Source: an optimization exercise on an open RTL-to-GDS flow (aim: small area and a short achievable clock period). Production flows keep margins and buffers that such runs may drop.
In this exercise RTL edits were held to simulation tests only and were not proved equivalent to the original.

v36:
Design FFT_TOB, start of the top module:
module FFT_TOB (
  input  wire signed [15:0] Input_re,
  input  wire signed [15:0] Input_Im,
  input  wire               cordic_Valid,
  input  wire               clk,
  input  wire               rst,
  output wire signed [15:0] Output_FFT_Re,
  output wire signed [15:0] Output_FFT_Im,
  output wire               Data_Valid
);
clock: 27.0 ns
lec_check: 0
cap_margin: 20
core_margin: 2
core_utilization: 40
slew_margin: 20
setup_slack_margin: 13.3
standard.sh (not shown) runs the stock make flow with config.mk's settings and CLKGATE_MAP_FILE= SYNTH_SCRIPT=/design/flow/synth_recipe.tcl, a recipe that flattens the netlist after the stock synthesis.
==> flow/flow/run.sh <==
#!/bin/bash
cp standard.sh standard_sh_copy.log
echo "export SETUP_SLACK_MARGIN = 13.3" >> config.mk
bash standard.sh > standard.log 2>&1
Setup changes, v36 to v38
- SETUP_SLACK_MARGIN no longer set, was 13.3
==> flow/run.sh (new file) <==
#!/bin/bash
# synth_recipe.tcl (not shown) runs the flow's synth.tcl, then flattens the netlist and writes it again
# the make line also repeats each setting of config.mk as NAME=value (left out here)
make -C /OpenROAD-flow-scripts/flow DESIGN_CONFIG=/design/flow/config.mk WORK_HOME=/design/flow/orfs CLKGATE_MAP_FILE= SYNTH_SCRIPT=/design/flow/synth_recipe.tcl finish
removed: flow/flow/run.sh
removed: flow/standard.sh
Notes after the runs:
Placeable core area came out exactly the same in v38 and v36.
[compare] base=v36 new=v38: number of multi-input combinational cells held steady, pin count of the biggest net entering global routing now sits at about the same level, proportion of cell area occupied by multi-input gates closely matched the old numbers.
Across both runs, sequential share of layout area was higher for v38 than for v36.
v36 → v38: via count normalized by instance count down 0.026; worst hold margin flat; non-clock buffer count down about 11%; least setup slack across all paths after layout down 950 ps.
Setup changes, v38 to v46
- setting SYNTH_HIERARCHICAL to 1 for the first time
==> notes.md <==
- The final layouts of v38 and v46 pass the timing, design-rule and antenna checks.
- The overall via count from detail_route of v46 was inferior to that of v38.
- Going from v38 to v46, number of global-route vias before repair grew by 1,100, worst setup slack higher, mean routed wirelength per cell saw a decrease, share of the core filled with cells now sits lower.
- v38 → v46: met3 track demand over resource saw little to no change, post-route fraction of the period consumed by the critical path saw a decrease, non-clock buffer instance count of the final layout saw a decrease, fmax saw an increase, fraction of synthesized area in multiplexers saw an increase.

Another version of the RTL of FFT_TOB (not shown whole).
Size: roughly 630 flip-flops, roughly 68 I/O pins, roughly 37000 um2 of cells after synthesis.
Settings: LEC_CHECK=0, CAP_MARGIN=20, CORE_MARGIN=2, CORE_UTILIZATION=40, CTS_BUF_LIST=sky130_fd_sc_hd__clkbuf_8 sky130_fd_sc_hd__clkbuf_16, CTS_CLUSTER_DIAMETER=130, CTS_CLUSTER_SIZE=27, SLEW_MARGIN=20, SETUP_SLACK_MARGIN=13.3; clock period 27.0 ns.
==> flow/flow/run.sh <==
#!/bin/bash
cp standard.sh standard_sh_copy.log
echo "export SETUP_SLACK_MARGIN = 13.3" >> config.mk
bash standard.sh > standard.log 2>&1
Change:
==> flow/flow/run.sh (replaced) <==
#!/bin/bash
cp standard.sh standard_sh_copy.log
echo "export SETUP_SLACK_MARGIN = 13.7" >> config.mk
bash standard.sh > standard.log 2>&1
Settings changed: CORE_UTILIZATION 40 to 65, CTS_BUF_LIST sky130_fd_sc_hd__clkbuf_8 sky130_fd_sc_hd__clkbuf_16 to not set, CTS_CLUSTER_DIAMETER 130 to not set, CTS_CLUSTER_SIZE 27 to not set, SETUP_SLACK_MARGIN 13.3 to 13.7.
What happened: The changed run finished with timing, DRC and antenna clean; final area grows by about 3%; area after synthesis stays the same; die area came out lower by about 40%.

Another version of the RTL of FFT_TOB (not shown whole).
For scale: roughly 630 flip-flops.
==> flow/design.v (excerpt) <==
module FFT_TOB (
  input  wire signed [15:0] Input_re,
  input  wire signed [15:0] Input_Im,
  input  wire               cordic_Valid,
  input  wire               clk,
  input  wire               rst,
  output wire signed [15:0] Output_FFT_Re,
  output wire signed [15:0] Output_FFT_Im,
  output wire               Data_Valid
);
  reg [3:0] p;
  reg       dv;
  always @(posedge clk or negedge rst)
    if (!rst) begin
      p  <= 4'd0;
      dv <= 1'b0;
    end else begin
      if (cordic_Valid) p <= p + 4'd1;
      if (p == 4'd14)   dv <= 1'b1;
    end
  assign Data_Valid = dv;
  wire p3 = p[3], p2 = p[2], p1 = p[1], p0 = p[0];
  wire first = (p == 4'd0);
  wire last  = (p == 4'd15);
  reg [127:0] d1r, d1i;    
  reg [63:0]  d2r, d2i;    
  reg [31:0]  d3r, d3i;    
  reg [15:0]  d4r, d4i;    
  reg [15:0]  zr, zi;      
  reg [16:0]  y0, y1;      
  reg         yw1, yw3, yw9, yw2, yw6, yw4, yodp, yodn, yosp, yosn;
  reg [15:0]  ar, ai;      
  reg [15:0]  br, bi;      
  wire [15:0] xr = Input_re, xi = Input_Im;
  wire [15:0] r1r = d1r[127:112], r1i = d1i[127:112];
  ...
clock: 27.0 ns
lec_check: 0
cap_margin: 20
core_margin: 2
core_utilization: 55
cts_buf_list: sky130_fd_sc_hd__clkbuf_8 sky130_fd_sc_hd__clkbuf_16
cts_cluster_diameter: 120
cts_cluster_size: 25
slew_margin: 20
buffer_ports_args: -buffer_cell sky130_fd_sc_hd__buf_2
setup_slack_margin: 13.9
==> flow/flow/run.sh <==
#!/bin/bash
cp standard.sh standard_sh_copy.log
echo "export BUFFER_PORTS_ARGS = -buffer_cell sky130_fd_sc_hd__buf_2" >> config.mk
echo "export SETUP_SLACK_MARGIN = 13.9" >> config.mk
bash standard.sh > standard.log 2>&1
Rerun with:
Settings changed: CORE_UTILIZATION 55 to 40, CTS_CLUSTER_DIAMETER 120 to 110, CTS_CLUSTER_SIZE 25 to 22.
What happened: Register-to-register slack improved by 310 ps; cell area went up slightly; utilization went down by 16 points; worst setup slack improved by 94 ps; final cell count went up by a little under a tenth; wire length went down by a little under a tenth; synthesized cell count stays the same.
Rerun with:
==> flow/flow/run.sh (replaced) <==
#!/bin/bash
cp standard.sh standard_sh_copy.log
echo "export BUFFER_PORTS_ARGS = -buffer_cell sky130_fd_sc_hd__buf_2" >> config.mk
echo "export SETUP_SLACK_MARGIN = 14.2" >> config.mk
bash standard.sh > standard.log 2>&1
Settings changed: CTS_CLUSTER_DIAMETER 110 to 120, CTS_CLUSTER_SIZE 22 to 25, SETUP_SLACK_MARGIN 13.9 to 14.2.
Outcome: Global-route usage rises by 0.16 points. Design area came out higher slightly. Routed wire length grows slightly. Register-to-register slack is better by 20 ps. Area after synthesis is unchanged. Synthesized cell count is unchanged. Fmax shrinks slightly. Setup slack is worse by 48 ps. Worst hold slack is better by 7.2 ps.

indigo:
Starting RTL as in the previous note.
==> flow/config.mk <==
export PLATFORM = sky130hd
export DESIGN_NAME = FFT_TOB
export DESIGN_NICKNAME = FFT_TOB
export VERILOG_FILES = /design/flow/design.v
export SDC_FILE = /design/flow/constraint.sdc
export NUM_CORES = 4
export LEC_CHECK = 0
export CAP_MARGIN = 20
export CORE_MARGIN = 2
export CORE_UTILIZATION = 40
export CTS_BUF_LIST = sky130_fd_sc_hd__clkbuf_8 sky130_fd_sc_hd__clkbuf_16
export CTS_CLUSTER_DIAMETER = 110
export CTS_CLUSTER_SIZE = 22
export SLEW_MARGIN = 20
export BUFFER_PORTS_ARGS = -buffer_cell sky130_fd_sc_hd__buf_4
export SETUP_SLACK_MARGIN = 13.9
==> flow/constraint.sdc <==
create_clock -name core_clock -period 27.0 [get_ports {clk}]
set_input_delay 5.4000 -clock core_clock [delete_from_list [all_inputs] [get_ports {clk}]]
set_output_delay 5.4000 -clock core_clock [all_outputs]
set_load 0.01 [all_outputs]
==> flow/flow/run.sh <==
#!/bin/bash
cp standard.sh standard_sh_copy.log
echo "export BUFFER_PORTS_ARGS = -buffer_cell sky130_fd_sc_hd__buf_4" >> config.mk
echo "export SETUP_SLACK_MARGIN = 13.9" >> config.mk
bash standard.sh > standard.log 2>&1
Relative to indigo, the following input files were edited for raven:
Settings: SETUP_SLACK_MARGIN changed from 13.9 to 13.3; CTS_CLUSTER_SIZE changed from 22 to 25; CTS_CLUSTER_DIAMETER changed from 110 to 120; BUFFER_PORTS_ARGS changed from -buffer_cell sky130_fd_sc_hd__buf_4 to -buffer_cell sky130_fd_sc_hd__buf_2.
==> flow/flow/run.sh <==
#!/bin/bash
cp standard.sh standard_sh_copy.log
echo "export BUFFER_PORTS_ARGS = -buffer_cell sky130_fd_sc_hd__buf_2" >> config.mk
echo "export SETUP_SLACK_MARGIN = 13.3" >> config.mk
bash standard.sh > standard.log 2>&1
--- outcome ---
- raven did not stop at any stage, and its layout met the timing, design-rule and antenna checks.
- Run comparison: raven timing startpoint of the critical path Input_Im[1]; indigo timing startpoint of the critical path d3r[16]$_DFF_P_
- Re number of buffer cells added on primary ports: no difference whatsoever between raven and indigo.
- Count of antenna diodes in the layout ended up 4 higher on raven than on indigo.
- Compared with indigo, raven shows design area that has gone down slightly.
Setup changes, raven to ember
Settings: SETUP_SLACK_MARGIN now 13.6, was 13.3.
--- a/flow/flow/run.sh
+++ b/flow/flow/run.sh
@@ -4 +4 @@
-echo "export SETUP_SLACK_MARGIN = 13.3" >> config.mk
+echo "export SETUP_SLACK_MARGIN = 13.6" >> config.mk
Notes after the runs:
- The non-clock buffer count number comes out higher for ember vs raven.
- Total of max-cap violations: ember vs raven identical
- [ember vs raven] cell count along the critical path: higher in ember
- In terms of total via count in the routed design, ember and raven differ only marginally.
- There was hardly any difference in wire length between raven and ember.
- Comparing raven against ember, there is no change at all in largest fanout on the critical path.
- raven leaves less setup margin than ember.
- Per the comparison of ember with raven, post-placement cell area barely changed, sequential share of layout area dropped 0.17 points.
Modified inputs, willow compared to ember
Settings: CORE_UTILIZATION: 40 -> 30; SETUP_SLACK_MARGIN: 13.6 -> 13.9.
--- a/flow/flow/run.sh
+++ b/flow/flow/run.sh
@@ -4 +4 @@
-echo "export SETUP_SLACK_MARGIN = 13.6" >> config.mk
+echo "export SETUP_SLACK_MARGIN = 13.9" >> config.mk
## What came out
willow contains more vias than ember. ember → willow: area growth from synthesis to layout grew by 2.5 points, number of clock-tree buffers in the layout grew by 3.6%. ember → willow: number of CTS-inserted buffers went up. Comparing willow with ember, the required time of the critical path came out essentially unchanged. Going from ember to willow, the maximum frequency was found to have gone up by about 0.8%. Proportion of cell area spent on the clock network across willow and ember: no real change. Against ember, willow reports a pin count of the biggest net entering global routing that is higher.

==> static timing again, ports no longer ideal <==
No port has a modelled driver above. Below, the same layouts with a new extraction and two added sets of constraints.
Step 1: set_driving_cell puts a clkbuf_16 on clk and a buf_2 on each other input, an assumption about the parent block.
Step 2 also shifts input and output timing later by t, the mid clock arrival at the registers, as if the neighbouring blocks saw the same clock.
a / b / c = ideal ports / drivers / drivers and shift; a / b = the first two.
| run | t (ns) | setup WS [ns] | worst setup path after step 2 | worst data-port slew with drivers (ns) | pins driven straight from the clock port |
|---|---|---|---|---|---|
| v36 | 0.673 | 13.329 / 13.308 / 13.304 | input to register | 0.08 | 1 |
| v38 | 0.674 | 12.382 / 12.339 / 12.339 | input to output | 0.08 | 1 |
| v46 | 0.674 | 12.444 / 12.419 / 12.419 | input to output | 0.07 | 1 |
| the first run of note 2 | 0.673 | 13.344 / 13.306 / 13.318 | input to output | 0.10 | 1 |
| the second run of note 2 | 0.682 | 13.403 / 13.338 / 13.501 | input to register | 0.14 | 1 |
| the first run of note 3 | 0.679 | 13.792 / 13.742 / 13.540 | input to register | 0.13 | 1 |
| the second run of note 3 | 0.647 | 13.886 / 13.754 / 13.441 | input to register | 0.14 | 1 |
| the third run of note 3 | 0.688 | 13.838 / 13.773 / 13.645 | input to register | 0.13 | 1 |
| indigo | 0.629 | 13.816 / 13.753 / 13.574 | input to register | 0.17 | 1 |
| raven | 0.661 | 13.407 / 13.273 / 13.274 | input to output | 0.14 | 1 |
| ember | 0.666 | 13.708 / 13.569 / 13.569 | input to output | 0.15 | 1 |
| willow | 0.691 | 13.819 / 13.754 / 13.526 | input to register | 0.16 | 1 |
After both steps every run listed still meets setup and hold. For the second run of note 3, which loses most, drivers alone change the setup slack by -0.132 ns; drivers and shift together by -0.445 ns.
